Context: an optimization exercise on an open-source flow, tuned for a short achievable clock period and few clock cycles per item. The choices shown serve that exercise and are no tape-out recipe.
At most, simulation tests tie the RTL to the original design; equivalence was not proved.
Only the layout flow was run in runs 1, 2 and 5; the RTL was not checked for function there.
Power and IR drop assume default switching activity.

==> design.v <==
`timescale 1ns / 1ns
module uiFDMA_bgen (
    input  wire        clk,
    input  wire        rstn,
    input  wire        start,
    input  wire [31:0] start_addr,
    input  wire [15:0] start_size,
    input  wire        ready,
    output reg         valid,
    output reg  [31:0] addr,
    output reg  [7:0]  len
);
    reg  [31:0] a_q;        
    reg  [21:0] a_inc;      
    reg  [9:0]  nfull;      
    reg  [9:0]  nf_m1;      
    reg         nf_nz;      
    reg         part;       
    reg         full_q;     
    reg  [5:0]  lm1;        
    reg  [1:0]  seq;        
    reg         idle;       
    wire [5:0]  s_lm1  = start_size[5:0] - 6'd1;
    wire        s_full = |start_size[15:6];
    wire        seq1   = (seq == 2'd1);
    wire        seq3   = (seq == 2'd3);
    always @(posedge clk) begin
        a_inc <= a_q[31:10] + 22'd1;
        nf_m1 <= nfull - 10'd1;
        nf_nz <= |nfull;
        if (!rstn) begin
            a_q    <= 32'd0;
            nfull  <= 10'd0;
            part   <= 1'b0;
            full_q <= 1'b0;
            lm1    <= 6'd0;
            seq    <= 2'd0;
        end else if (start) begin
            a_q    <= start_addr;
            nfull  <= start_size[15:6];
            part   <= |start_size[5:0];
            full_q <= s_full;
            lm1    <= s_lm1;
            seq    <= 2'd0;
        end else if (~idle & ready) begin
            seq    <= 2'd1;
        end else if (seq != 2'd0) begin
            seq    <= seq + 2'd1;
            if (seq1) begin
                a_q[31:10] <= a_inc;
                if (nf_nz) nfull <= nf_m1;
                else part <= 1'b0;
            end
            if (seq3) full_q <= nf_nz;
        end
        valid <= rstn & (start | (~idle & ~ready) | (seq3 & (nf_nz | part)));
        idle  <= ~(rstn & (start | (~idle & ~ready) | (seq3 & (nf_nz | part))));
        addr  <= start ? start_addr : {(seq1 ? a_inc : a_q[31:10]), a_q[9:0]};
        len   <= {2'b00, start ? (s_lm1 | {6{s_full}}) : (lm1 | {6{seq3 ? nf_nz : full_q}})};
    end
endmodule
module uiFDMA_dcnt (
    input  wire        clk,
    input  wire        rstn,
    input  wire        load,
    input  wire [15:0] val,
    input  wire        dec,
    output wire        one,      
    output wire        nz        
);
    reg  [5:0] lo;
    reg  [9:0] hi;
    reg  [9:0] hi_m1;
    wire       hi_z = (hi == 10'd0);
    assign one = hi_z & (lo == 6'd1);
    assign nz  = ~hi_z | (lo != 6'd0);
    always @(posedge clk) begin
        if (!rstn) begin
            lo <= 6'd0;
            hi <= 10'd0;
        end else if (load) begin
            lo <= val[5:0];
            hi <= val[15:6];
        end else if (dec) begin
            lo <= lo - 6'd1;
            if (lo == 6'd0) hi <= hi_m1;
        end
        hi_m1 <= load ? val[15:6] - 10'd1 : hi - 10'd1;
    end
endmodule
module uiFDMA#
(
parameter  integer         M_AXI_ID_WIDTH			= 3		    ,
parameter  integer         M_AXI_ID			        = 0		    ,
parameter  integer         M_AXI_ADDR_WIDTH			= 32		,
parameter  integer         M_AXI_DATA_WIDTH			= 128		,
parameter  integer		  M_AXI_MAX_BURST_LEN       = 64
)
(
input   wire [M_AXI_ADDR_WIDTH-1 : 0]      fdma_waddr          ,
input                                      fdma_wareq          ,
input   wire [15 : 0]                      fdma_wsize          ,
output                                     fdma_wbusy          ,
input   wire [M_AXI_DATA_WIDTH-1 :0]       fdma_wdata		   ,
output  wire                               fdma_wvalid         ,
input	wire                               fdma_wready		   ,
input   wire [M_AXI_ADDR_WIDTH-1 : 0]      fdma_raddr          ,
input                                      fdma_rareq          ,
input   wire [15 : 0]                      fdma_rsize          ,
output                                     fdma_rbusy          ,
output  wire [M_AXI_DATA_WIDTH-1 :0]       fdma_rdata		   ,
output  wire                               fdma_rvalid         ,
input	wire                               fdma_rready		   ,
input 	wire  								M_AXI_ACLK			,
input 	wire  								M_AXI_ARESETN		,
output 	wire [M_AXI_ID_WIDTH-1 : 0]		    M_AXI_AWID			,
output 	wire [M_AXI_ADDR_WIDTH-1 : 0] 	    M_AXI_AWADDR		,
output 	wire [7 : 0]						M_AXI_AWLEN			,
output 	wire [2 : 0] 						M_AXI_AWSIZE		,
output 	wire [1 : 0] 						M_AXI_AWBURST		,
output 	wire  								M_AXI_AWLOCK		,
output 	wire [3 : 0] 						M_AXI_AWCACHE		,
output 	wire [2 : 0] 						M_AXI_AWPROT		,
output 	wire [3 : 0] 						M_AXI_AWQOS			,
output 	wire  								M_AXI_AWVALID		,
input	wire  								M_AXI_AWREADY		,
output  wire [M_AXI_ID_WIDTH-1 : 0] 		M_AXI_WID			,
output  wire [M_AXI_DATA_WIDTH-1 : 0] 	    M_AXI_WDATA			,
output  wire [M_AXI_DATA_WIDTH/8-1 : 0] 	M_AXI_WSTRB			,
output  wire  								M_AXI_WLAST			,
output  wire  								M_AXI_WVALID		,
input   wire  								M_AXI_WREADY		,
input   wire [M_AXI_ID_WIDTH-1 : 0] 		M_AXI_BID			,
input   wire [1 : 0] 						M_AXI_BRESP			,
input   wire  								M_AXI_BVALID		,
output  wire  								M_AXI_BREADY		,
output  wire [M_AXI_ID_WIDTH-1 : 0] 		M_AXI_ARID			,
output  wire [M_AXI_ADDR_WIDTH-1 : 0] 	    M_AXI_ARADDR		,
output  wire [7 : 0] 						M_AXI_ARLEN			,
output  wire [2 : 0] 						M_AXI_ARSIZE		,
output  wire [1 : 0] 						M_AXI_ARBURST		,
output  wire  								M_AXI_ARLOCK		,
output  wire [3 : 0] 						M_AXI_ARCACHE		,
output  wire [2 : 0] 						M_AXI_ARPROT		,
output  wire [3 : 0] 						M_AXI_ARQOS			,
output  wire  								M_AXI_ARVALID		,
input   wire  								M_AXI_ARREADY		,
input   wire [M_AXI_ID_WIDTH-1 : 0] 		M_AXI_RID			,
input   wire [M_AXI_DATA_WIDTH-1 : 0] 	    M_AXI_RDATA			,
input   wire [1 : 0] 						M_AXI_RRESP			,
input   wire  								M_AXI_RLAST			,
input   wire  								M_AXI_RVALID		,
output  wire  								M_AXI_RREADY
	);
wire clk  = M_AXI_ACLK;
wire rstn = M_AXI_ARESETN;
assign M_AXI_AWID    = M_AXI_ID;
assign M_AXI_AWSIZE  = 3'd4;
assign M_AXI_AWBURST = 2'b01;
assign M_AXI_AWLOCK  = 1'b0;
assign M_AXI_AWCACHE = 4'b0010;
assign M_AXI_AWPROT  = 3'h0;
assign M_AXI_AWQOS   = 4'h0;
assign M_AXI_WID     = M_AXI_ID;
assign M_AXI_WSTRB   = {(M_AXI_DATA_WIDTH/8){1'b1}};
assign M_AXI_BREADY  = 1'b1;
assign M_AXI_ARID    = M_AXI_ID;
assign M_AXI_ARSIZE  = 3'd4;
assign M_AXI_ARBURST = 2'b01;
assign M_AXI_ARLOCK  = 1'b0;
assign M_AXI_ARCACHE = 4'b0010;
assign M_AXI_ARPROT  = 3'h0;
assign M_AXI_ARQOS   = 4'h0;
reg  wbusy;                       
reg  widle;                       
wire wstart = fdma_wareq & widle;
assign fdma_wbusy = wbusy;
uiFDMA_bgen aw_gen (
    .clk(clk), .rstn(rstn), .start(wstart), .start_addr(fdma_waddr),
    .start_size(fdma_wsize), .ready(M_AXI_AWREADY),
    .valid(M_AXI_AWVALID), .addr(M_AXI_AWADDR), .len(M_AXI_AWLEN));
reg         w_more;              
reg         w_take0;             
reg  [5:0]  u_idx;
wire        u_one, u_nz;
assign fdma_wvalid = fdma_wready & w_take0;
wire tk   = fdma_wready & w_take0;
wire u_lb = u_one | (u_idx == 6'd63);
uiFDMA_dcnt u_cnt (
    .clk(clk), .rstn(rstn), .load(wstart), .val(fdma_wsize), .dec(tk),
    .one(u_one), .nz(u_nz));
reg          wh_v;                
reg          wh_e;                
reg          ws_v;                
reg  [129:0] wh_i;                
reg  [128:0] wh_d;                
reg  [129:0] ws_i;                
wire         w_hs = ~wh_e & M_AXI_WREADY;
wire [129:0] w_new = {u_one, u_lb, fdma_wdata};
wire         wh_ld = wh_e | M_AXI_WREADY;           
wire [129:0] wh_nx = ws_v ? ws_i : w_new;
assign M_AXI_WVALID = wh_v;
assign M_AXI_WLAST  = wh_d[128];
assign M_AXI_WDATA  = wh_d[127:0];
wire w_c1 = (ws_v & w_hs & ~tk) | (~wh_e & ~ws_v & (tk ~^ w_hs)) | (wh_e & tk);
wire w_c2 = (ws_v & (tk | ~w_hs)) | (~wh_e & ~ws_v & tk & ~w_hs);
wire w_more_nx = rstn & (wstart | (tk ? ~u_one : u_nz));
always @(posedge clk) begin
    wbusy   <= rstn & (wstart | (~widle & ~(w_hs & wh_i[129])));
    widle   <= ~(rstn & (wstart | (~widle & ~(w_hs & wh_i[129]))));
    w_more  <= w_more_nx;
    w_take0 <= w_more_nx & ~(rstn & w_c2);
    wh_v    <= rstn & (w_c1 | w_c2);
    wh_e    <= ~(rstn & (w_c1 | w_c2));
    ws_v    <= rstn & w_c2;
    if (!rstn) wh_i <= 130'd0;
    else if (wh_ld) wh_i <= wh_nx;
    wh_d <= wh_ld ? wh_nx[128:0] : wh_i[128:0];
    if (~ws_v | wh_ld) ws_i <= w_new;
    if (wstart) u_idx <= 6'd0;
    else if (tk) u_idx <= u_idx + 6'd1;
end
reg  rbusy;                       
reg  ridle;                       
wire rstart = fdma_rareq & ridle;
assign fdma_rbusy = rbusy;
uiFDMA_bgen ar_gen (
    .clk(clk), .rstn(rstn), .start(rstart), .start_addr(fdma_raddr),
    .start_size(fdma_rsize), .ready(M_AXI_ARREADY),
    .valid(M_AXI_ARVALID), .addr(M_AXI_ARADDR), .len(M_AXI_ARLEN));
reg          rh_v;                
reg          rs_v;                
reg          r_nf;                
reg  [127:0] rh_i;
reg  [127:0] rh_d;                
reg  [127:0] rs_i;                
wire         rready = r_nf | fdma_rready;
wire         r_hs = M_AXI_RVALID & rready;
wire         dlv = fdma_rready & rh_v;
wire         rh_ld = ~rh_v | fdma_rready;           
wire [127:0] rh_nx = rs_v ? rs_i : M_AXI_RDATA;
wire         d_one, d_nz;
assign M_AXI_RREADY = rready;
assign fdma_rvalid  = fdma_rready & rh_v;
assign fdma_rdata   = rh_d;
uiFDMA_dcnt d_cnt (
    .clk(clk), .rstn(rstn), .load(rstart), .val(fdma_rsize), .dec(dlv),
    .one(d_one), .nz(d_nz));
wire r_c1 = (rs_v & dlv & ~r_hs) | (rh_v & ~rs_v & (r_hs ~^ dlv)) | (~rh_v & r_hs);
wire r_c2 = (rs_v & (r_hs | ~dlv)) | (rh_v & ~rs_v & r_hs & ~dlv);
always @(posedge clk) begin
    rbusy <= rstn & (rstart | (~ridle & ~(dlv & d_one)));
    ridle <= ~(rstn & (rstart | (~ridle & ~(dlv & d_one))));
    rh_v  <= rstn & (r_c1 | r_c2);
    rs_v  <= rstn & r_c2;
    r_nf  <= ~(rstn & r_c2);
    if (!rstn) rh_i <= 128'd0;
    else if (rh_ld) rh_i <= rh_nx;
    rh_d <= rh_ld ? rh_nx : rh_i;
    if (~rs_v | rh_ld) rs_i <= M_AXI_RDATA;
end
endmodule
==> run.sh <==
#!/bin/bash
# synth_recipe.tcl (not shown) runs the flow's synth.tcl, then flattens the netlist and writes it again
# the make line also repeats each setting of config.mk as NAME=value (left out here)
make -C /OpenROAD-flow-scripts/flow DESIGN_CONFIG=/design/flow/config.mk WORK_HOME=/design/flow/orfs CLKGATE_MAP_FILE= SYNTH_SCRIPT=/design/flow/synth_recipe.tcl finish
==> config.mk <==
export PLATFORM = sky130hd
export DESIGN_NAME = uiFDMA
export DESIGN_NICKNAME = uiFDMA
export VERILOG_FILES = /design/flow/design.v
export SDC_FILE = /design/flow/constraint.sdc
export NUM_CORES = 4
export LEC_CHECK = 0
export ABC_CLOCK_PERIOD_IN_PS = 1700
export CAP_MARGIN = 20
export CORE_AREA = 10 10 270 270
export DIE_AREA = 0 0 280 280
export SETUP_SLACK_MARGIN = 1.6
export SLEW_MARGIN = 20
==> constraint.sdc <==
create_clock -name core_clock -period 3.3 [get_ports {M_AXI_ACLK}]
set_input_delay 0.6600 -clock core_clock [delete_from_list [all_inputs] [get_ports {M_AXI_ACLK}]]
set_output_delay 0.6600 -clock core_clock [all_outputs]
set_load 0.01 [all_outputs]
==> results.json, run 1 <==
{
  "outcome": "complete, no violations",
  "timing.final.crit_share_pct": 59.6,
  "total_power_mw": 31.9,
  "placementRows": 95,
  "synth_compound_area_share_pct": 7.14,
  "postRouteWirelength_mm": 114,
  "design.core.area_mm2": 0.0670,
  "synth_async_sr_flop_share_pct": 0,
  "sequential_cell_area_mm2": 0.0249,
  "synth_simple_gate_area_share_pct": 12.8,
  "critical_path.max_fanout": 2,
  "relSlewSlack_pct": 18.9,
  "antenna_found_initial": 38,
  "cts_tree": "done",
  "multi_input_comb_area_mm2": 0.0129,
  "synthAdderAreaFrac_pct": 0.855,
  "hold_violations": 0,
  "final_net_count": 4494,
  "worst_setup_path_class": "reg2out",
  "vias_per_instance": 5.32,
  "finalWeightedCongestion": 0.871,
  "dominantRegCellSynth": "sky130_fd_sc_hd__dfxtp_1",
  "fin_crit_ns": 1.97,
  "static-leakage-power_nw": 19.9,
  "ys_warn_count": 3,
  "vdd.ir_drop.worst_mv": 0.437,
  "achievable-frequency_mhz": 509,
  "antenna_left": 0,
  "area_delta_synth_final_pct": 34.3,
  "beginning_of_the_worst_register_to_register_path": "widle$_DFF_P_",
  "hpwl_mm": 77.1,
  "cts.reportedPaths.clkPinSlew_ns": 0.06,
  "max_slew.worst_pin.slew_ns": 1.22,
  "synth_top_family_by_area": "simple AND/OR/NAND/NOR gates",
  "avgRoutedWirePerCell_um": 22.4,
  "clk-insertion-delay-late_ns": 0.66,
  "grt_pass1_vias": 27144,
  "grt_remaining_overflow": 0,
  "cts-root-buf": "sky130_fd_sc_hd__clkbuf_16",
  "setup.worst_path.start_class": "flip-flop",
  "synth_mux_area_share_pct": 8.85,
  "seq_area_frac_synth_pct": 64.3,
  "number_of_drc_markers_in_iteration_0": 1889,
  "setup.worst_path.start": "r_nf$_DFF_P_",
  "post_cts_hold_buffer_count": 0,
  "placedInstanceArea_mm2": 0.0457,
  "synth_xor_area_share_pct": 2.28,
  "synthesis.area_per_instance_um2": 11.3,
  "holdCritStartpoint": "ar_gen.a_q[10]$_SDFFE_PN0P_",
  "mostFrequentLayoutCells": "sky130_fd_sc_hd__nand2_1, sky130_fd_sc_hd__dfxtp_1, sky130_fd_sc_hd__clkdlybuf4s50_1, sky130_fd_sc_hd__mux2i_1, sky130_fd_sc_hd__o21ai_0",
  "drive_gt1_share_pct": 23.9,
  "area_of_the_die_mm2": 0.0784,
  "vias": 27019,
  "grt_max_degree": 238,
  "number_of_optimization_iterations_in_the_first_detailed_route_pass": 5,
  "synth.ff_latch_count": 1092,
  "max_cap_viol_count": 0,
  "final-setup-viol-count": 0,
  "cts_sinks": 1092,
  "fin_setup_tns_ns": 0,
  "io_pins": 779,
  "portBuffers": 702,
  "grt_setup_unrepaired": "yes",
  "power.density_cell_area_mw_per_mm2": 624,
  "edff_count_synth": 258,
  "syn_area_mm2": 0.0380,
  "report.final.slew_viol_count": 0,
  "stdcell_area_mm2": 0.0511,
  "fp.dieH_um": 280,
  "worst_hold_check_path_type": "reg2reg",
  "critPathCaptureType": "output pin",
  "groute.usage.overall_pct": 27.2,
  "clock_tree.htree_level_count": 3,
  "tritoncts.num_buffers": 107,
  "floorplan.initialDensity_pct": 56.7,
  "synthesis.instances": 3374,
  "required_ns": 2.64,
  "detail_route.drc_violations": 0,
  "placed_cells": 4804,
  "die_w_um": 280,
  "netlist-cell-type-count": 63,
  "fillCellCount": 4412,
  "worst-endpoint-arrival_ns": 1.31,
  "non_filler_instance_count_after_layout": 5082,
  "grt_pass1_wl_mm": 165,
  "finClkSkew_ns": 0.0235,
  "most_common_library_cell_in_the_layout_ignoring_fill_and_taps": "sky130_fd_sc_hd__nand2_1",
  "clock_tree.buffer_depth": 3,
  "post-route-util_pct": 76.2
}
## worst max-delay path: stages, from the launching register on
cell and delay, ns:
sky130_fd_sc_hd__dfxtp_1 0.30, sky130_fd_sc_hd__or2_4 0.24, sky130_fd_sc_hd__buf_6 0.13
## flip-flops by register name, summed over array words and instances (netlist names), 10 cells and up
signal        cells
rh_d            128
rh_i            128
wh_d            129
wh_i            130
aw_gen.addr      32
aw_gen.nf_m1     10
ar_gen.nf_m1     10
aw_gen.a_inc     22
u_cnt.hi_m1      10
rs_i            128
ar_gen.addr      32
ar_gen.nfull     10
d_cnt.hi         10
d_cnt.hi_m1      10
ar_gen.a_inc     22
aw_gen.nfull     10
ws_i            130
ar_gen.a_q       32
aw_gen.a_q       32
u_cnt.hi         10
## cell usage after synthesis (7+ instances only)
| cell | count | area [um2] |
|---|---|---|
| sky130_fd_sc_hd__o21ai_0 | 334 | 1670 |
| sky130_fd_sc_hd__nor2_1 | 75 | 282 |
| sky130_fd_sc_hd__a211oi_1 | 22 | 165 |
| sky130_fd_sc_hd__buf_2 | 81 | 405 |
| sky130_fd_sc_hd__nor3_1 | 26 | 130 |
| sky130_fd_sc_hd__clkbuf_1 | 97 | 364 |
| sky130_fd_sc_hd__ha_1 | 26 | 325 |
| sky130_fd_sc_hd__nand3_1 | 23 | 115 |
| sky130_fd_sc_hd__xor2_1 | 39 | 342 |
| sky130_fd_sc_hd__and2_1 | 263 | 1650 |
| sky130_fd_sc_hd__edfxtp_1 | 258 | 7750 |
| sky130_fd_sc_hd__and3_1 | 26 | 163 |
| sky130_fd_sc_hd__dfxtp_1 | 834 | 16700 |
| sky130_fd_sc_hd__a31oi_1 | 11 | 68.8 |
| sky130_fd_sc_hd__buf_4 | 66 | 495 |
| sky130_fd_sc_hd__nand2_1 | 540 | 2030 |
| sky130_fd_sc_hd__mux2i_1 | 334 | 3340 |
| sky130_fd_sc_hd__nand2b_1 | 7 | 43.8 |
| sky130_fd_sc_hd__nand4_1 | 12 | 75.1 |
| sky130_fd_sc_hd__nor4_1 | 11 | 68.8 |
| sky130_fd_sc_hd__a21oi_1 | 118 | 591 |
| sky130_fd_sc_hd__inv_1 | 37 | 139 |
| sky130_fd_sc_hd__xnor2_1 | 60 | 526 |
## worst paths after layout
path / to / slack (ns) / cells past startpoint
max reg2reg: u_cnt.hi_m1[6]$_DFF_P_ / 1.56 / 8
min: ar_gen.a_inc[0]$_DFF_P_ / 0.43 / 1
max: M_AXI_RREADY / 1.33 / 2
min reg2reg: ar_gen.a_inc[0]$_DFF_P_ / 0.43 / 1
## report_power, final
part / internal, mW / switching, mW / total [mW]
combinational: 1.97 / 1.91 / 3.89
sequential: 14.9 / 0.558 / 15.5
clock: 7.36 / 5.14 / 12.5
total: 24.3 / 7.62 / 31.9
## layout make-up
class	count	share of cell area (%)
Sequential cell	1092	48.7
Multi-Input combinational cell	2065	25.2
Timing Repair Buffer	791	16.5
Clock buffer	146	5.99
Tap cell	873	2.14
Clock inverter	55	1.16
Inverter	37	0.274
Antenna cell	23	0.113
## repair_timing
| action | in CTS | in global routing |
|---|---|---|
| gates cloned | 6 | 8 |
| setup endpoints to repair | 1128 | 641 |
| gates resized for setup | 2075 | 173 |
| pin swaps | 10 | 15 |
| buffers inserted | 19 | 21 |
## metrics by stage
stage	setup WS, ns	hold slack (ns)
2_1_floorplan	1.12	0.402
3_3_place_gp	0.414	0.419
3_5_place_dp	0.438	0.427
4_1_cts	1.31	0.447
5_1_grt	1.28	0.442
6_report	1.33	0.427
## logic make-up (layout without fill, tap and decap cells)
family | count (synthesis) | in the layout
xor gates and xnor gates | 99 | 99
and+or+nand+nor | 1023 | 1028
adders and majority gates | 26 | 26
other | 2 | 87
DFF | 1092 | 1092
muxes | 336 | 336
AOI/OAI and AO/OA | 511 | 512
buffers and inverters | 285 | 1029
## routing by layer
layer	routed length [um]	up-vias	track usage, %
li1	-	12859	-
met1	44100	13183	31.0
met2	57200	735	47.4
met3	8040	200	7.92
met4	4010	42	11.2
met5	297	-	0
==> run 2: changes to the inputs <==
--- a/design.v
+++ b/design.v
@@ -182,8 +182,9 @@
 reg         w_more;              
 reg         w_take0;             
+reg         w_take0_n;           
 reg  [5:0]  u_idx;
 wire        u_one, u_nz;
 assign fdma_wvalid = fdma_wready & w_take0;
-wire tk   = fdma_wready & w_take0;
+wire tk   = fdma_wready & ~w_take0_n;
 wire u_lb = u_one | (u_idx == 6'd63);
 uiFDMA_dcnt u_cnt (
@@ -211,4 +212,5 @@
     w_more  <= w_more_nx;
     w_take0 <= w_more_nx & ~(rstn & w_c2);
+    w_take0_n <= ~(w_more_nx & ~(rstn & w_c2));
     wh_v    <= rstn & (w_c1 | w_c2);
     wh_e    <= ~(rstn & (w_c1 | w_c2));
@@ -230,4 +232,5 @@
     .valid(M_AXI_ARVALID), .addr(M_AXI_ARADDR), .len(M_AXI_ARLEN));
 reg          rh_v;                
+reg          rh_e;                
 reg          rs_v;                
 reg          r_nf;                
@@ -237,6 +240,6 @@
 wire         rready = r_nf | fdma_rready;
 wire         r_hs = M_AXI_RVALID & rready;
-wire         dlv = fdma_rready & rh_v;
-wire         rh_ld = ~rh_v | fdma_rready;           
+wire         dlv = fdma_rready & ~rh_e;
+wire         rh_ld = rh_e | fdma_rready;            
 wire [127:0] rh_nx = rs_v ? rs_i : M_AXI_RDATA;
 wire         d_one, d_nz;
@@ -247,10 +250,11 @@
     .clk(clk), .rstn(rstn), .load(rstart), .val(fdma_rsize), .dec(dlv),
     .one(d_one), .nz(d_nz));
-wire r_c1 = (rs_v & dlv & ~r_hs) | (rh_v & ~rs_v & (r_hs ~^ dlv)) | (~rh_v & r_hs);
-wire r_c2 = (rs_v & (r_hs | ~dlv)) | (rh_v & ~rs_v & r_hs & ~dlv);
+wire r_c1 = (rs_v & dlv & ~r_hs) | (~rh_e & ~rs_v & (r_hs ~^ dlv)) | (rh_e & r_hs);
+wire r_c2 = (rs_v & (r_hs | ~dlv)) | (~rh_e & ~rs_v & r_hs & ~dlv);
 always @(posedge clk) begin
     rbusy <= rstn & (rstart | (~ridle & ~(dlv & d_one)));
     ridle <= ~(rstn & (rstart | (~ridle & ~(dlv & d_one))));
     rh_v  <= rstn & (r_c1 | r_c2);
+    rh_e  <= ~(rstn & (r_c1 | r_c2));
     rs_v  <= rstn & r_c2;
     r_nf  <= ~(rstn & r_c2);
==> run 2 against run 1 <==
Against the previous run:
- cell count about the same
- critical path type unchanged
- die area did not move
- global-route usage is 0.13 points lower
- largest cell class unchanged
- still clean on timing, DRC and antenna
- final area is 0.11% lower
- via count barely moved
- flip-flop and latch count grew 2
- highest routed layer unchanged
- largest power group unchanged
- total power is 0.59% lower
==> results.json, run 2 <==
{
  "synth.most_common_cell": "sky130_fd_sc_hd__dfxtp_1",
  "clock_tree.htree_level_count": 3,
  "grt_max_degree": 190,
  "antenna_found_initial": 43,
  "fin_crit_ns": 1.98,
  "synth_async_sr_flop_share_pct": 0,
  "hpwl_mm": 75.9,
  "achievable-frequency_mhz": 504,
  "placedInstanceArea_mm2": 0.0458,
  "synth.ff_latch_count": 1094,
  "number_of_optimization_iterations_in_the_first_detailed_route_pass": 7,
  "yosysTopAreaCellShare_pct": 43.8,
  "cts-root-buf": "sky130_fd_sc_hd__clkbuf_16",
  "postRouteWirelength_mm": 112,
  "post-route-util_pct": 76.1,
  "sequential_cell_area_mm2": 0.0249,
  "cts_sinks": 1094,
  "clock_tree.buffer_depth": 3,
  "cts.reportedPaths.clkPinSlew_ns": 0.06,
  "swShare_pct": 23.8,
  "number_of_drc_markers_in_iteration_0": 1748,
  "area_delta_synth_final_pct": 33.5,
  "placementRows": 95,
  "groute.usage.overall_pct": 27.1,
  "design.core.area_mm2": 0.0670,
  "fillCellCount": 4421,
  "avgRoutedWirePerCell_um": 22.1,
  "yosysTopAreaCell": "sky130_fd_sc_hd__dfxtp_1",
  "outcome": "complete, no violations",
  "setup.worst_path.start_class": "flip-flop",
  "layout_setup_ws_ns": 1.32,
  "netSwitchingPower_mw": 7.55,
  "synth.area.top_cells": "sky130_fd_sc_hd__dfxtp_1, sky130_fd_sc_hd__edfxtp_1, sky130_fd_sc_hd__mux2i_1, sky130_fd_sc_hd__nand2_1, sky130_fd_sc_hd__o21ai_0",
  "timing.final.crit_share_pct": 60.1,
  "floorplan.initialDensity_pct": 57.0,
  "post_cts_hold_buffer_count": 0,
  "worst_hold_check_path_type": "in2reg",
  "most_common_library_cell_in_the_layout_ignoring_fill_and_taps": "sky130_fd_sc_hd__nand2_1",
  "holdCritStartpoint": "M_AXI_ARESETN",
  "edff_count_synth": 258,
  "beginning_of_the_worst_register_to_register_path": "ridle$_DFF_P_",
  "final-setup-viol-count": 0,
  "timing.hold.worst_endpoint": "ridle$_DFF_P_",
  "clock_power_share_pct": 39.3,
  "die_w_um": 280,
  "mostFrequentLayoutCells": "sky130_fd_sc_hd__nand2_1, sky130_fd_sc_hd__dfxtp_1, sky130_fd_sc_hd__clkdlybuf4s50_1, sky130_fd_sc_hd__mux2i_1, sky130_fd_sc_hd__o21ai_0",
  "max_slew.worst_pin.slew_ns": 0.798,
  "max_cap_viol_count": 0,
  "p_int_mw": 24.1,
  "io_pins": 779,
  "cts_tree": "done",
  "multi_input_comb_area_mm2": 0.0129,
  "p_seq_share_pct": 48.8,
  "report.final.slew_viol_count": 0,
  "vias_per_instance": 5.32,
  "required_ns": 2.64,
  "worst_setup_path_class": "reg2out",
  "r2r_slack_ns": 1.43,
  "fin_setup_tns_ns": 0,
  "tritoncts.num_buffers": 108,
  "portBuffers": 702,
  "seq_area_frac_synth_pct": 64.1,
  "finClkSkew_ns": 0.0233,
  "static-leakage-power_nw": 19.8,
  "relSlewSlack_pct": 46.8,
  "vdd.ir_drop.worst_mv": 0.388,
  "hold_slack_ns": 0.358,
  "comb_power_share_pct": 11.9,
  "synthesis.instances": 3379,
  "fp.dieH_um": 280,
  "worst-endpoint-arrival_ns": 1.32,
  "vias": 26993,
  "synthesis.area_per_instance_um2": 11.3,
  "worstRegToRegCells": 7,
  "antenna_left": 0,
  "netlist-cell-type-count": 60,
  "hold_depth": 2,
  "area_of_the_die_mm2": 0.0784,
  "finalWeightedCongestion": 0.834,
  "grt_remaining_overflow": 0,
  "ys_warn_count": 3,
  "synth.top_cells.by_count": "sky130_fd_sc_hd__dfxtp_1, sky130_fd_sc_hd__nand2_1, sky130_fd_sc_hd__mux2i_1, sky130_fd_sc_hd__o21ai_0, sky130_fd_sc_hd__and2_1",
  "critical_path.max_fanout": 2,
  "grt_pass1_vias": 26955,
  "stdcell_area_mm2": 0.0510,
  "drive_gt1_share_pct": 23.5,
  "detail_route.drc_violations": 0,
  "clk-insertion-delay-late_ns": 0.66,
  "grt_pass1_wl_mm": 164,
  "syn_area_mm2": 0.0382,
  "place_worst_setup_slack_ns": 0.368,
  "hold_violations": 0,
  "critPathCaptureType": "output pin",
  "worstReg2RegEnd": "d_cnt.hi_m1[8]$_DFF_P_",
  "grt_setup_unrepaired": "yes",
  "largest_registers": "wh_i: 130 flops, ws_i: 130 flops, wh_d: 129 flops",
  "power.density_cell_area_mw_per_mm2": 621,
  "dominantRegCellSynth": "sky130_fd_sc_hd__dfxtp_1",
  "final_net_count": 4486
}
[run 2: cell types whose count changed in the layout (fill, tap and decap cells not counted), sizes merged, moves of 6 or more]
| cell | change |
|---|---|
| nand3 | +7 |
| a211oi | -8 |
| nor3 | -6 |
| xnor2 | +6 |
| and3 | -18 |
| inv | +9 |
| a31oi | +9 |
| nand2 | +9 |
| a21oi | -14 |
| buf | -14 |
[run 2: layout make-up]
| class | count | share of cell area [%] |
|---|---|---|
| inverter | 45 | 0.336 |
| sequential | 1094 | 48.8 |
| clock buffer | 155 | 6.35 |
| multi-input combinational | 2060 | 25.2 |
| clock inverter | 49 | 0.868 |
| tap | 873 | 2.14 |
| timing repair buffer | 776 | 16.2 |
| antenna | 26 | 0.128 |
[run 2: cell families after synthesis]
logic type      count (synthesis)  share of synthesized area (%)
flops                        1094                           64.1
compound gates                502                           7.05
xor+xnor                      100                           2.29
buf+inv                       290                           3.91
fa+ha+maj                      27                          0.884
mux                           342                           8.97
other cells                     2                         0.0197
simple gates                 1022                           12.8
[run 2: layer usage]
metal / vias up / share of wire [%] / global-route usage (%)
met2: 794 / 51 / 46.6
met1: 13131 / 38 / 31.5
met4: 42 / 3.3 / 11.8
met3: 206 / 7.0 / 7.15
li1: 12820 / - / -
met5: - / 0.23 / 0
[run 2: what timing repair did]
| action | CTS | global route |
|---|---|---|
| cloned | 7 | 4 |
| pin swaps | 9 | 13 |
| setup endpoints to repair | 1177 | 584 |
| gates resized for setup | 2091 | 155 |
| buffers inserted | 15 | 15 |
[run 2: critical path, cell delays in order (launching register included)]
cell	delay, ns
sky130_fd_sc_hd__dfxtp_1	0.30
sky130_fd_sc_hd__or2_4	0.24
sky130_fd_sc_hd__buf_6	0.14
[run 2: per-stage QoR]
step | cells | power [mW]
2_1_floorplan | 3441 | 17.2
3_3_place_gp | 4807 | 19.0
3_5_place_dp | 4807 | 19.1
4_1_cts | 5033 | 31.7
5_1_grt | 5074 | 32.7
6_report | 5078 | 31.7
[run 2: worst max path at each step]
stage               slack (ns)  cells past startpoint                endpoint          from
detailed placement        0.37                      3            M_AXI_RREADY   fdma_rready
global route              1.29                      2            M_AXI_RREADY  r_nf$_DFF_P_
floorplan                 0.94                     11  d_cnt.hi_m1[6]$_DFF_P_    fdma_rareq
finish                    1.32                      2            M_AXI_RREADY  r_nf$_DFF_P_
CTS                       1.31                      2            M_AXI_RREADY  r_nf$_DFF_P_
global placement          0.38                      3            M_AXI_RREADY   fdma_rready
[run 2: power groups by stage]
stage / Sequential (mW) / Combinational, mW / Clock, mW
final: 15.5 / 3.76 / 12.5
after global placement: 15.5 / 3.44 / 0
after global routing: 15.6 / 4.04 / 13.2
after CTS: 15.4 / 3.64 / 12.6
after floorplan: 15.7 / 1.50 / 0
after detailed placement: 15.6 / 3.53 / 0
==> run 3: changes to the inputs <==
--- a/design.v
+++ b/design.v
@@ -233,14 +233,14 @@
 reg          rh_v;                
 reg          rh_e;                
-reg          rs_v;                
-reg          r_nf;                
+reg          rs_e;                
+reg          r_full;              
 reg  [127:0] rh_i;
 reg  [127:0] rh_d;                
 reg  [127:0] rs_i;                
-wire         rready = r_nf | fdma_rready;
+wire         rready = ~(r_full & ~fdma_rready);
 wire         r_hs = M_AXI_RVALID & rready;
 wire         dlv = fdma_rready & ~rh_e;
 wire         rh_ld = rh_e | fdma_rready;            
-wire [127:0] rh_nx = rs_v ? rs_i : M_AXI_RDATA;
+wire [127:0] rh_nx = rs_e ? M_AXI_RDATA : rs_i;
 wire         d_one, d_nz;
 assign M_AXI_RREADY = rready;
@@ -250,6 +250,6 @@
     .clk(clk), .rstn(rstn), .load(rstart), .val(fdma_rsize), .dec(dlv),
     .one(d_one), .nz(d_nz));
-wire r_c1 = (rs_v & dlv & ~r_hs) | (~rh_e & ~rs_v & (r_hs ~^ dlv)) | (rh_e & r_hs);
-wire r_c2 = (rs_v & (r_hs | ~dlv)) | (~rh_e & ~rs_v & r_hs & ~dlv);
+wire r_c1 = (~rs_e & dlv & ~r_hs) | (~rh_e & rs_e & (r_hs ~^ dlv)) | (rh_e & r_hs);
+wire r_c2 = (~rs_e & (r_hs | ~dlv)) | (~rh_e & rs_e & r_hs & ~dlv);
 always @(posedge clk) begin
     rbusy <= rstn & (rstart | (~ridle & ~(dlv & d_one)));
@@ -257,10 +257,10 @@
     rh_v  <= rstn & (r_c1 | r_c2);
     rh_e  <= ~(rstn & (r_c1 | r_c2));
-    rs_v  <= rstn & r_c2;
-    r_nf  <= ~(rstn & r_c2);
+    rs_e  <= ~(rstn & r_c2);
+    r_full <= rstn & r_c2;
     if (!rstn) rh_i <= 128'd0;
     else if (rh_ld) rh_i <= rh_nx;
     rh_d <= rh_ld ? rh_nx : rh_i;
-    if (~rs_v | rh_ld) rs_i <= M_AXI_RDATA;
+    if (rs_e | rh_ld) rs_i <= M_AXI_RDATA;
 end
 endmodule
==> flow/run.sh (new file) <==
#!/bin/bash
# The standard ORFS layout (the standard.sh), with the port buffers that
# buffer_ports inserts made plain buf_4 cells instead of the library's
# smallest buffer (a delay cell), so that the paths through them start fast.
set -euo pipefail
bash standard.sh "BUFFER_PORTS_ARGS=-buffer_cell sky130_fd_sc_hd__buf_4" finish > standard_flow.log 2>&1
==> standard.sh (new file) <==
#!/bin/bash
# synth_recipe.tcl (not shown) runs the flow's synth.tcl, then flattens the netlist and writes it again
# the make line also repeats each setting of config.mk as NAME=value (left out here)
make -C /OpenROAD-flow-scripts/flow DESIGN_CONFIG=/design/flow/config.mk WORK_HOME=/design/flow/orfs CLKGATE_MAP_FILE= SYNTH_SCRIPT=/design/flow/synth_recipe.tcl "${@:-finish}"
removed: run.sh
==> run 3 against run 2 <==
Against the previous run:
- non-clock buffer count is the same
- flip-flop and latch count stayed put
- global-route usage is 0.25 points higher
- total power decreased by 0.22%
- still clean
- clock power hardly changed
- final area down 1.4%
- wire length is 0.52% higher
- clock skew fell by 0.0067 ns
- highest routed layer unchanged
- cell count hardly changed
- synthesized area fell by 0.16%
- clock-buffer cell count down 3
==> results.json, run 3 <==
{
  "outcome": "complete, no violations",
  "most_common_library_cell_in_the_layout_ignoring_fill_and_taps": "sky130_fd_sc_hd__nand2_1",
  "fin_setup_tns_ns": 0,
  "cpMaxStageDelayCell": "sky130_fd_sc_hd__dfxtp_2",
  "io_pins": 779,
  "detail_route.drc_violations": 0,
  "floorplan.initialDensity_pct": 56.9,
  "number_of_drc_markers_in_iteration_0": 2101,
  "setup.worst_path.start_class": "flip-flop",
  "area_of_the_die_mm2": 0.0784,
  "hpwl_mm": 73.1,
  "grt_pass1_vias": 27615,
  "synth.ff_latch_count": 1094,
  "grt_pass1_wl_mm": 166,
  "grt_setup_unrepaired": "yes",
  "mostFrequentLayoutCells": "sky130_fd_sc_hd__nand2_1, sky130_fd_sc_hd__dfxtp_1, sky130_fd_sc_hd__buf_4, sky130_fd_sc_hd__buf_6, sky130_fd_sc_hd__dfxtp_2",
  "final-setup-viol-count": 0,
  "avgRoutedWirePerCell_um": 22.3,
  "netlist-cell-type-count": 62,
  "finalWeightedCongestion": 0.842,
  "vias_per_instance": 5.35,
  "cts-root-buf": "sky130_fd_sc_hd__clkbuf_16",
  "die_w_um": 280,
  "clock_tree.htree_level_count": 3,
  "clk-insertion-delay-late_ns": 0.66,
  "groute.usage.overall_pct": 27.4,
  "required_ns": 2.64,
  "drive_gt1_share_pct": 32.7,
  "cts_tree": "done",
  "seq_area_frac_synth_pct": 64.2,
  "critical_path.n_buffers_inverters": 1,
  "worst_path_largest_cell_delay_ns": 0.31,
  "yosysTopAreaCellShare_pct": 43.9,
  "grt_max_degree": 187,
  "clock_tree.buffer_depth": 3,
  "antenna_left": 0,
  "tritoncts.num_buffers": 106,
  "synth.top_cells.by_count": "sky130_fd_sc_hd__dfxtp_1, sky130_fd_sc_hd__nand2_1, sky130_fd_sc_hd__o21ai_0, sky130_fd_sc_hd__mux2i_1, sky130_fd_sc_hd__and2_1",
  "max_slew.worst_pin.slew_ns": 0.743,
  "stdcell_area_mm2": 0.0503,
  "ys_warn_count": 3,
  "worst_setup_path_class": "reg2out",
  "design.core.area_mm2": 0.0670,
  "critPathCaptureType": "output pin",
  "relSlewSlack_pct": 50.4,
  "vdd.ir_drop.worst_mv": 0.426,
  "antenna_found_initial": 42,
  "max_cap_viol_count": 0,
  "largest_registers": "wh_i: 130 flops, ws_i: 130 flops, wh_d: 129 flops",
  "final_net_count": 4489,
  "finClkSkew_ns": 0.0167,
  "timing.final.crit_share_pct": 56.7,
  "synthesis.instances": 3385,
  "synth.most_common_cell": "sky130_fd_sc_hd__dfxtp_1",
  "critical_path.max_fanout": 1,
  "hold_violations": 0,
  "grt_remaining_overflow": 0,
  "post_cts_hold_buffer_count": 0,
  "synth.area.top_cells": "sky130_fd_sc_hd__dfxtp_1, sky130_fd_sc_hd__edfxtp_1, sky130_fd_sc_hd__mux2i_1, sky130_fd_sc_hd__nand2_1, sky130_fd_sc_hd__o21ai_0",
  "placedInstanceArea_mm2": 0.0438,
  "number_of_optimization_iterations_in_the_first_detailed_route_pass": 6,
  "fillCellCount": 4589,
  "vias": 27154,
  "postRouteWirelength_mm": 113,
  "worst_hold_check_path_type": "in2reg",
  "area_delta_synth_final_pct": 31.8,
  "achievable-frequency_mhz": 535,
  "dominantRegCellSynth": "sky130_fd_sc_hd__dfxtp_1",
  "static-leakage-power_nw": 21.1,
  "cts.reportedPaths.clkPinSlew_ns": 0.07,
  "report.final.slew_viol_count": 0,
  "fp.dieH_um": 280,
  "syn_area_mm2": 0.0381,
  "synthesis.area_per_instance_um2": 11.3,
  "yosysTopAreaCell": "sky130_fd_sc_hd__dfxtp_1",
  "synth_async_sr_flop_share_pct": 0,
  "edff_count_synth": 258,
  "portBuffers": 702,
  "power.density_cell_area_mw_per_mm2": 629,
  "critical-path-top-delay-family": "flip-flops",
  "cts_sinks": 1094,
  "worst-endpoint-arrival_ns": 1.21,
  "fin_crit_ns": 1.87,
  "worstPathCellList": "and2_4, buf_6",
  "placementRows": 95,
  "r2r_slack_ns": 1.57
}
run 3: cell count changes in the layout (fill, tap and decap cells not counted), moves of 13 or more:
cell	delta
sky130_fd_sc_hd__a21oi_1	+23
sky130_fd_sc_hd__clkinv_2	-13
sky130_fd_sc_hd__dfxtp_1	-48
sky130_fd_sc_hd__dfxtp_2	+47
sky130_fd_sc_hd__buf_4	+368
sky130_fd_sc_hd__buf_2	-50
sky130_fd_sc_hd__clkdlybuf4s50_1	-351
sky130_fd_sc_hd__nand2_1	-27
sky130_fd_sc_hd__buf_6	+46
run 3: where the power goes:
group | switching (mW) | internal (mW)
clock | 5.09 | 7.15
combinational | 1.91 | 1.92
sequential | 0.576 | 15.0
run 3: per-layer routing:
metal | wire length (um) | GRT usage (%)
met3 | 8870 | 7.90
met1 | 42500 | 31.5
met5 | 244 | 0
met4 | 4530 | 13.0
met2 | 56800 | 46.3
run 3: worst paths after layout:
check                       endpoint                         from  depth (start not counted)
max                      fdma_wvalid              w_take0$_DFF_P_                          2
min              ws_i[112]$_DFFE_PP_              fdma_wdata[112]                          1
max reg2reg   d_cnt.hi_m1[4]$_DFF_P_                ridle$_DFF_P_                          8
min reg2reg  aw_gen.a_inc[0]$_DFF_P_  aw_gen.a_q[10]$_SDFFE_PN0P_                          1
run 3: stage by stage:
stage	total power, mW	hold WS (ns)	setup WS (ns)	utilization [%]	cells
after floorplan	17.2	0.402	1.09	-	3447
after CTS	31.7	0.156	1.40	74.2	5027
after detailed placement	18.9	0.432	0.714	65.4	4800
final	31.6	0.180	1.43	75.0	5075
after global routing	32.7	0.158	1.39	75.0	5073
after global placement	18.8	0.421	0.832	65.4	4800
run 3: cells by family after synthesis:
group	share of synthesized area, %
other	0.0197
xor gates and xnor gates	2.25
AOI/OAI and AO/OA	7.25
muxes	8.80
adders and majority gates	0.853
buffers and inverters	3.96
DFF	64.2
and+or+nand+nor	12.7
run 3: layout make-up:
cell class | count | area [um2] | area share (%)
diodes | 24 | 60.1 | 0.119
clock buffers | 152 | 3020 | 6.01
clock inverters | 45 | 518 | 1.03
inverters | 44 | 178 | 0.353
multi-input cells | 2067 | 12900 | 25.6
flip-flops and latches | 1094 | 24900 | 49.6
well taps | 873 | 1090 | 2.17
repair buffers | 776 | 7630 | 15.2
run 3: repair_timing:
| action | CTS | global route |
|---|---|---|
| gates resized for setup | 701 | 109 |
| setup endpoints to repair | 1178 | 594 |
| buffers inserted | 17 | 20 |
| cloned | 13 | 4 |
| hold endpoints to repair | 0 | 0 |
| pin swaps | 11 | 17 |
Testbench counts of run 3, summed over its fixed seeds: cycles 60,917, beats 98,576.
==> run 4: changes to the inputs <==
--- a/config.mk
+++ b/config.mk
@@ -9,4 +9,6 @@
 export CAP_MARGIN = 20
 export CORE_AREA = 10 10 270 270
+export CTS_CLUSTER_DIAMETER = 100
+export CTS_CLUSTER_SIZE = 30
 export DIE_AREA = 0 0 280 280
 export SETUP_SLACK_MARGIN = 1.6
==> run 4 against run 3 <==
Against the previous run:
- largest power group unchanged
- synthesized cell count unchanged
- combinational power about the same
- non-clock buffer count grew 8
==> results.json, run 4 <==
{
  "largest_registers": "wh_i: 130 flops, ws_i: 130 flops, wh_d: 129 flops",
  "timing.hold.worst_endpoint": "rs_i[101]$_DFFE_PP_",
  "ys_warn_count": 3,
  "worst_hold_check_path_type": "in2reg",
  "worstRegToRegCells": 8,
  "synth.top_cells.by_count": "sky130_fd_sc_hd__dfxtp_1, sky130_fd_sc_hd__nand2_1, sky130_fd_sc_hd__o21ai_0, sky130_fd_sc_hd__mux2i_1, sky130_fd_sc_hd__and2_1",
  "cts_sinks": 1094,
  "cts.reportedPaths.clkPinSlew_ns": 0.12,
  "required_ns": 2.64,
  "io_pins": 779,
  "synth.most_common_cell": "sky130_fd_sc_hd__dfxtp_1",
  "stdcell_area_mm2": 0.0481,
  "worst-endpoint-arrival_ns": 1.22,
  "multi_input_comb_area_mm2": 0.0129,
  "die_w_um": 280,
  "sequential_cell_area_mm2": 0.0249,
  "synthesis.area_per_instance_um2": 11.3,
  "number_of_optimization_iterations_in_the_first_detailed_route_pass": 5,
  "finClkSkew_ns": 0.0277,
  "total_power_mw": 25.9,
  "syn_area_mm2": 0.0381,
  "max_cap_viol_count": 0,
  "synth.ff_latch_count": 1094,
  "netlist-cell-type-count": 62,
  "antenna_found_initial": 41,
  "seq_area_frac_synth_pct": 64.2,
  "hold_violations": 0,
  "fillCellCount": 4918,
  "vias": 26607,
  "hpwl_mm": 73.1,
  "yosysTopAreaCellShare_pct": 43.9,
  "critPathCaptureType": "output pin",
  "static-leakage-power_nw": 20.0,
  "grt_pass1_vias": 26426,
  "clk-insertion-delay-late_ns": 0.62,
  "beginning_of_the_worst_register_to_register_path": "widle$_DFF_P_",
  "timing.final.crit_share_pct": 57.0,
  "holdCritStartpoint": "M_AXI_RDATA[101]",
  "drive_gt1_share_pct": 31.0,
  "edff_count_synth": 258,
  "hold_depth": 1,
  "synth_async_sr_flop_share_pct": 0,
  "portBuffers": 702,
  "floorplan.initialDensity_pct": 56.9,
  "fin_setup_tns_ns": 0,
  "most_common_library_cell_in_the_layout_ignoring_fill_and_taps": "sky130_fd_sc_hd__nand2_1",
  "yosysTopAreaCell": "sky130_fd_sc_hd__dfxtp_1",
  "grt_setup_unrepaired": "yes",
  "vdd.ir_drop.worst_mv": 0.474,
  "vias_per_instance": 5.37,
  "cts-root-buf": "sky130_fd_sc_hd__clkbuf_16",
  "placed_cells": 4800,
  "detail_route.drc_violations": 0,
  "clock_tree.buffer_depth": 3,
  "postRouteWirelength_mm": 111,
  "post-route-util_pct": 71.7,
  "number_of_drc_markers_in_iteration_0": 1974,
  "post_cts_hold_buffer_count": 0,
  "grt_max_degree": 187,
  "synthesis.instances": 3385,
  "final-setup-viol-count": 0,
  "achievable-frequency_mhz": 531,
  "antenna_left": 0,
  "placedInstanceArea_mm2": 0.0438,
  "critical_path.max_fanout": 1,
  "relSlewSlack_pct": 49.7,
  "setup.worst_path.start_class": "flip-flop",
  "tritoncts.num_buffers": 42,
  "groute.usage.overall_pct": 26.4,
  "clock_tree.htree_level_count": 2,
  "outcome": "complete, no violations",
  "report.final.slew_viol_count": 0,
  "r2r_slack_ns": 1.61,
  "finalWeightedCongestion": 0.842,
  "max_slew.worst_pin.slew_ns": 0.754,
  "worstReg2RegEnd": "u_cnt.hi_m1[6]$_DFF_P_",
  "synth.area.top_cells": "sky130_fd_sc_hd__dfxtp_1, sky130_fd_sc_hd__edfxtp_1, sky130_fd_sc_hd__mux2i_1, sky130_fd_sc_hd__nand2_1, sky130_fd_sc_hd__o21ai_0",
  "avgRoutedWirePerCell_um": 22.4,
  "grt_remaining_overflow": 0,
  "grt_pass1_wl_mm": 161,
  "cts_tree": "done",
  "non_filler_instance_count_after_layout": 4958,
  "fp.dieH_um": 280,
  "final_net_count": 4433,
  "area_of_the_die_mm2": 0.0784,
  "design.core.area_mm2": 0.0670,
  "worst_setup_path_class": "reg2out",
  "fin_crit_ns": 1.88,
  "power.density_cell_area_mw_per_mm2": 540,
  "area_delta_synth_final_pct": 26.1,
  "placementRows": 95,
  "dominantRegCellSynth": "sky130_fd_sc_hd__dfxtp_1",
  "mostFrequentLayoutCells": "sky130_fd_sc_hd__nand2_1, sky130_fd_sc_hd__dfxtp_1, sky130_fd_sc_hd__buf_4, sky130_fd_sc_hd__buf_6, sky130_fd_sc_hd__dfxtp_2"
}
run 4: how the worst max path moves through the flow:
stage / from / end / slack (ns) / cells after the start
3_5_place_dp: fdma_wareq / aw_gen.a_q[26]$_SDFFE_PN0P_ / 0.71 / 6
3_3_place_gp: fdma_wareq / aw_gen.a_q[19]$_SDFFE_PN0P_ / 0.83 / 7
6_report: w_take0$_DFF_P_ / fdma_wvalid / 1.42 / 2
2_1_floorplan: fdma_rareq / d_cnt.hi_m1[4]$_DFF_P_ / 1.09 / 11
4_1_cts: w_take0$_DFF_P_ / fdma_wvalid / 1.40 / 2
5_1_grt: w_take0$_DFF_P_ / fdma_wvalid / 1.38 / 2
run 4: logic make-up (layout without fill, tap and decap cells):
kind of cell,after synthesis,after routing,synth area share (%)
muxes,335,335,8.80
other,2,87,0.0197
adders and majority gates,26,26,0.853
and+or+nand+nor,1016,1021,12.7
buffers and inverters,292,901,3.96
AOI/OAI and AO/OA,522,523,7.25
DFF,1094,1094,64.2
xor gates and xnor gates,98,98,2.25
run 4: area by class of cell:
| type | instances | share of cell area [%] |
|---|---|---|
| sequential | 1094 | 51.9 |
| timing repair buffer | 784 | 16.1 |
| inverter | 44 | 0.364 |
| clock buffer | 72 | 2.55 |
| multi-input combinational | 2067 | 26.7 |
| tap | 873 | 2.27 |
| antenna | 23 | 0.120 |
| clock inverter | 1 | 0.0338 |
run 4: repair_timing:
action,4_1_cts,5_1_grt
hold endpoints to repair,0,0
pin swaps,11,11
cloned,13,8
gates resized for setup,708,96
endpoints found under the setup margin,1178,619
setup buffers,14,27
run 4: critical path, stage by stage (launching register included):
cell and delay (ns):
sky130_fd_sc_hd__dfxtp_2 0.33, sky130_fd_sc_hd__and2_4 0.13, sky130_fd_sc_hd__buf_6 0.12
run 4: metrics by stage:
stage,setup slack [ns],hold slack (ns)
final,1.42,0.209
after global routing,1.38,0.181
after CTS,1.40,0.178
after detailed placement,0.714,0.432
after global placement,0.832,0.421
after floorplan,1.09,0.402
run 4: report_power, final:
group	total, mW	leakage (nW)	internal (mW)	switching, mW
Combinational	3.83	9.68	1.93	1.91
Sequential	15.5	9.74	14.9	0.571
Clock	6.61	0.594	2.60	4.01
Total	25.9	20.0	19.5	6.48
run 4: per-layer routing:
layer	track usage [%]	vias up	part of all wire [%]
li1	-	12648	-
met1	31.6	12911	38
met2	45.2	810	51
met3	6.48	200	7.1
met4	10.5	38	3.6
met5	0	-	0.21
==> run 5: changes to the inputs <==
--- a/design.v
+++ b/design.v
@@ -193,17 +193,24 @@
 reg          wh_v;                
 reg          wh_e;                
-reg          ws_v;                
+reg          w1_v, w2_v;          
 reg  [129:0] wh_i;                
 reg  [128:0] wh_d;                
-reg  [129:0] ws_i;                
+reg  [129:0] w1_i, w2_i;          
 wire         w_hs = ~wh_e & M_AXI_WREADY;
 wire [129:0] w_new = {u_one, u_lb, fdma_wdata};
 wire         wh_ld = wh_e | M_AXI_WREADY;           
-wire [129:0] wh_nx = ws_v ? ws_i : w_new;
+wire [129:0] wh_nx = w1_v ? w1_i : w_new;
 assign M_AXI_WVALID = wh_v;
 assign M_AXI_WLAST  = wh_d[128];
 assign M_AXI_WDATA  = wh_d[127:0];
-wire w_c1 = (ws_v & w_hs & ~tk) | (~wh_e & ~ws_v & (tk ~^ w_hs)) | (wh_e & tk);
-wire w_c2 = (ws_v & (tk | ~w_hs)) | (~wh_e & ~ws_v & tk & ~w_hs);
+wire w_n0 = wh_e;
+wire w_n1 = ~wh_e & ~w1_v;
+wire w_n2 = w1_v & ~w2_v;
+wire w_n3 = w2_v;
+wire w_up = tk & ~w_hs;
+wire w_dn = w_hs & ~tk;
+wire w_c1 = (w_n0 & w_up) | (w_n1 & ~w_up & ~w_dn) | (w_n2 & w_dn);
+wire w_c2 = (w_n1 & w_up) | (w_n2 & ~w_up & ~w_dn) | (w_n3 & w_dn);
+wire w_c3 = (w_n2 & w_up) | (w_n3 & ~w_dn);
 wire w_more_nx = rstn & (wstart | (tk ? ~u_one : u_nz));
 always @(posedge clk) begin
@@ -211,13 +218,16 @@
     widle   <= ~(rstn & (wstart | (~widle & ~(w_hs & wh_i[129]))));
     w_more  <= w_more_nx;
-    w_take0 <= w_more_nx & ~(rstn & w_c2);
-    w_take0_n <= ~(w_more_nx & ~(rstn & w_c2));
-    wh_v    <= rstn & (w_c1 | w_c2);
-    wh_e    <= ~(rstn & (w_c1 | w_c2));
-    ws_v    <= rstn & w_c2;
+    w_take0 <= w_more_nx & ~(rstn & w_c3);
+    w_take0_n <= ~(w_more_nx & ~(rstn & w_c3));
+    wh_v    <= rstn & (w_c1 | w_c2 | w_c3);
+    wh_e    <= ~(rstn & (w_c1 | w_c2 | w_c3));
+    w1_v    <= rstn & (w_c2 | w_c3);
+    w2_v    <= rstn & w_c3;
     if (!rstn) wh_i <= 130'd0;
     else if (wh_ld) wh_i <= wh_nx;
     wh_d <= wh_ld ? wh_nx[128:0] : wh_i[128:0];
-    if (~ws_v | wh_ld) ws_i <= w_new;
+    if (wh_ld) w1_i <= w2_v ? w2_i : w_new;
+    else if (~w1_v) w1_i <= w_new;
+    if (wh_ld | ~w2_v) w2_i <= w_new;
     if (wstart) u_idx <= 6'd0;
     else if (tk) u_idx <= u_idx + 6'd1;
--- a/config.mk
+++ b/config.mk
@@ -9,6 +9,4 @@
 export CAP_MARGIN = 20
 export CORE_AREA = 10 10 270 270
-export CTS_CLUSTER_DIAMETER = 100
-export CTS_CLUSTER_SIZE = 30
 export DIE_AREA = 0 0 280 280
 export SETUP_SLACK_MARGIN = 1.6
==> run 5 against run 4 <==
Against the previous run:
- via count increased by 18%
- clock skew decreased by 0.013 ns
- fmax down 0.59%
- utilization is 11 points higher
- highest routed layer unchanged
==> results.json, run 5 <==
{
  "antenna_found_initial": 43,
  "final-setup-viol-count": 0,
  "r2r_slack_ns": 1.57,
  "seq_area_frac_synth_pct": 63.1,
  "worst_setup_path_class": "reg2out",
  "timing.final.crit_share_pct": 57.4,
  "avgRoutedWirePerCell_um": 22.9,
  "cts.reportedPaths.clkPinSlew_ns": 0.06,
  "grt_setup_unrepaired": "yes",
  "vdd.ir_drop.worst_mv": 0.484,
  "synth_async_sr_flop_share_pct": 0,
  "fin_setup_tns_ns": 0,
  "cts_sinks": 1225,
  "critPathCaptureType": "output pin",
  "mostFrequentLayoutCells": "sky130_fd_sc_hd__dfxtp_1, sky130_fd_sc_hd__nand2_1, sky130_fd_sc_hd__buf_4, sky130_fd_sc_hd__buf_6, sky130_fd_sc_hd__dfxtp_2",
  "cpMaxStageDelayCell": "sky130_fd_sc_hd__dfxtp_1",
  "fin_crit_ns": 1.89,
  "postRouteWirelength_mm": 130,
  "relSlewSlack_pct": 51.8,
  "die_w_um": 280,
  "worst_path_largest_cell_delay_ns": 0.30,
  "clock_tree.htree_level_count": 3,
  "design.core.area_mm2": 0.0670,
  "static-leakage-power_nw": 23.2,
  "grt_max_degree": 148,
  "netlist-cell-type-count": 71,
  "synth.ff_latch_count": 1225,
  "portBuffers": 702,
  "number_of_drc_markers_in_iteration_0": 2656,
  "report.final.slew_viol_count": 0,
  "yosysTopAreaCell": "sky130_fd_sc_hd__dfxtp_1",
  "io_pins": 779,
  "cts-root-buf": "sky130_fd_sc_hd__clkbuf_16",
  "finalWeightedCongestion": 0.849,
  "clock_tree.buffer_depth": 3,
  "worstPathCellList": "and2_4, buf_6",
  "edff_count_synth": 258,
  "max_cap_viol_count": 0,
  "grt_pass1_wl_mm": 185,
  "drive_gt1_share_pct": 29.4,
  "fp.dieH_um": 280,
  "vias_per_instance": 5.57,
  "dominantRegCellSynth": "sky130_fd_sc_hd__dfxtp_1",
  "grt_remaining_overflow": 0,
  "power.density_cell_area_mw_per_mm2": 627,
  "floorplan.initialDensity_pct": 64.0,
  "total_power_mw": 34.8,
  "largest_registers": "w1_i: 130 flops, w2_i: 130 flops, wh_i: 130 flops",
  "placementRows": 95,
  "setup.worst_path.start_class": "flip-flop",
  "most_common_library_cell_in_the_layout_ignoring_fill_and_taps": "sky130_fd_sc_hd__dfxtp_1",
  "finClkSkew_ns": 0.0149,
  "antenna_left": 0,
  "number_of_optimization_iterations_in_the_first_detailed_route_pass": 5,
  "area_delta_synth_final_pct": 29.1,
  "hold_violations": 0,
  "area_of_the_die_mm2": 0.0784,
  "clk-insertion-delay-late_ns": 0.68,
  "non_filler_instance_count_after_layout": 5652,
  "max_slew.worst_pin.slew_ns": 0.723,
  "ys_warn_count": 3,
  "fillCellCount": 3951,
  "synthesis.instances": 3959,
  "achievable-frequency_mhz": 528,
  "outcome": "complete, no violations",
  "tritoncts.num_buffers": 118,
  "worst-endpoint-arrival_ns": 1.23,
  "hpwl_mm": 78.3,
  "vias": 31496,
  "grt_pass1_vias": 30573,
  "required_ns": 2.64,
  "yosysTopAreaCellShare_pct": 45.1,
  "syn_area_mm2": 0.0429,
  "placed_cells": 5337,
  "cts_tree": "done",
  "synth.most_common_cell": "sky130_fd_sc_hd__dfxtp_1",
  "synthesis.area_per_instance_um2": 10.8,
  "groute.usage.overall_pct": 30.3,
  "detail_route.drc_violations": 0,
  "critical_path.max_fanout": 1,
  "synth.top_cells.by_count": "sky130_fd_sc_hd__dfxtp_1, sky130_fd_sc_hd__nand2_1, sky130_fd_sc_hd__nor2_1, sky130_fd_sc_hd__mux2i_1, sky130_fd_sc_hd__o21ai_0",
  "final_net_count": 5044,
  "worst_hold_check_path_type": "in2reg",
  "synth.area.top_cells": "sky130_fd_sc_hd__dfxtp_1, sky130_fd_sc_hd__edfxtp_1, sky130_fd_sc_hd__mux2i_1, sky130_fd_sc_hd__nand2_1, sky130_fd_sc_hd__and2_1"
}
## run 5: changes by cell type in the layout (fill, tap and decap cells not counted), sizes merged, moves of 5 or more
cell,delta
nand2,+12
dfxtp,+131
o22ai,+127
clkinv,+30
bufinv,+13
clkbuf,+106
nor4,+5
nor3,-6
and3,-5
nor2,+257
diode,+8
## run 5: worst paths after layout
| check | startpoint | end | cells after the start |
|---|---|---|---|
| worst min register to register | aw_gen.a_q[8]$_SDFFE_PN0N_ | aw_gen.addr[8]$_DFF_P_ | 2 |
| worst max-delay path | rh_v$_DFF_P_ | fdma_rvalid | 2 |
| worst min-delay path | M_AXI_RDATA[47] | rs_i[47]$_DFFE_PP_ | 1 |
| worst max register to register | wh_e$_DFF_P_ | w1_i[121]$_DFF_P_ | 7 |
## run 5: critical path: cells and delay by family, from the launching register on
kind	cells	cell delay (ns)
buffers and inverters	1	0.11
flip-flops	1	0.30
AND/OR/NAND/NOR	1	0.15
## run 5: power breakdown
| part | total (mW) | leakage, nW | internal (mW) | switching (mW) |
|---|---|---|---|---|
| sequential | 17.2 | 10.8 | 16.6 | 0.619 |
| clock | 13.7 | 1.96 | 8.09 | 5.65 |
| combinational | 3.80 | 10.4 | 1.89 | 1.91 |
| total | 34.8 | 23.2 | 26.6 | 8.18 |
## run 5: area by class of cell
class / count / area (um2) / area share [%]
Tap cell: 873 / 1090 / 1.97
Inverter: 41 / 155 / 0.280
Antenna cell: 31 / 77.6 / 0.140
Multi-Input combinational cell: 2471 / 14700 / 26.5
Clock inverter: 48 / 586 / 1.06
Clock buffer: 176 / 3380 / 6.11
Timing Repair Buffer: 787 / 7870 / 14.2
Sequential cell: 1225 / 27600 / 49.7
## run 5: stage by stage
| stage | area [um2] | utilization, % | worst slack [ns] | hold WS, ns |
|---|---|---|---|---|
| 6_report | 55400 | 82.6 | 1.41 | 0.168 |
| 5_1_grt | 55400 | 82.6 | 1.38 | 0.153 |
| 4_1_cts | 54700 | 81.6 | 1.38 | 0.145 |
| 3_5_place_dp | 48500 | 72.3 | 0.494 | 0.432 |
| 3_3_place_gp | 48500 | 72.3 | 0.549 | 0.423 |
| 2_1_floorplan | 43300 | - | 1.29 | 0.405 |
## run 5: cell families after synthesis
group	after synthesis	synth area share [%]
other cells	2	0.0175
compound gates	653	8.37
mux	334	7.79
simple gates	1284	13.7
buf+inv	336	4.18
fa+ha+maj	26	0.758
xor+xnor	99	2.02
flops	1225	63.1
## run 5: layer usage
metal	share of wire [%]	wire length, um	vias up	global-route usage [%]
met5	0.17	226	-	0
met3	8.2	10600	249	9.25
li1	-	-	14803	-
met4	4.1	5360	32	14.4
met1	38	49300	15293	34.8
met2	49	64100	1119	51.0
## run 5: timing repair
| item | 4_1_cts | 5_1_grt |
|---|---|---|
| hold buffers | 0 | 0 |
| setup buffers | 18 | 15 |
| setup endpoints to repair | 1287 | 675 |
| resized for setup | 679 | 96 |
| pin swaps | 9 | 17 |
| gates cloned | 13 | 14 |

## separate check: timing with driven ports
Ports are ideal in the flow. The routed layouts listed here were re-timed in OpenROAD. Step 1, drivers: a clkbuf_16 drives M_AXI_ACLK and a buf_2 each remaining input, both assumed. Step 2 times the ports against the registers' clock, not the clock port: input delays grow and output delays shrink by t, the midpoint of the rising clock arrivals with the driver on. Three values: ideal, step 1, step 2; two values: the first two.
run	t, ns	slack for setup (ns)	worst setup path at the end	slew at the worst register clock pin (ns)
run 1	0.714	1.334 / 1.267 / 0.864	input to register	0.07 / 0.07
run 2	0.722	1.317 / 1.247 / 0.844	input to register	0.07 / 0.07
run 3	0.722	1.430 / 1.359 / 1.043	input to register	0.07 / 0.07
run 4	0.688	1.418 / 1.347 / 1.096	input to register	0.12 / 0.12
run 5	0.738	1.406 / 1.338 / 1.072	input to register	0.07 / 0.07
After both steps every run listed still meets setup and hold. For run 2, which loses most, drivers alone change the setup slack by -0.070 ns; drivers and shift together by -0.473 ns.
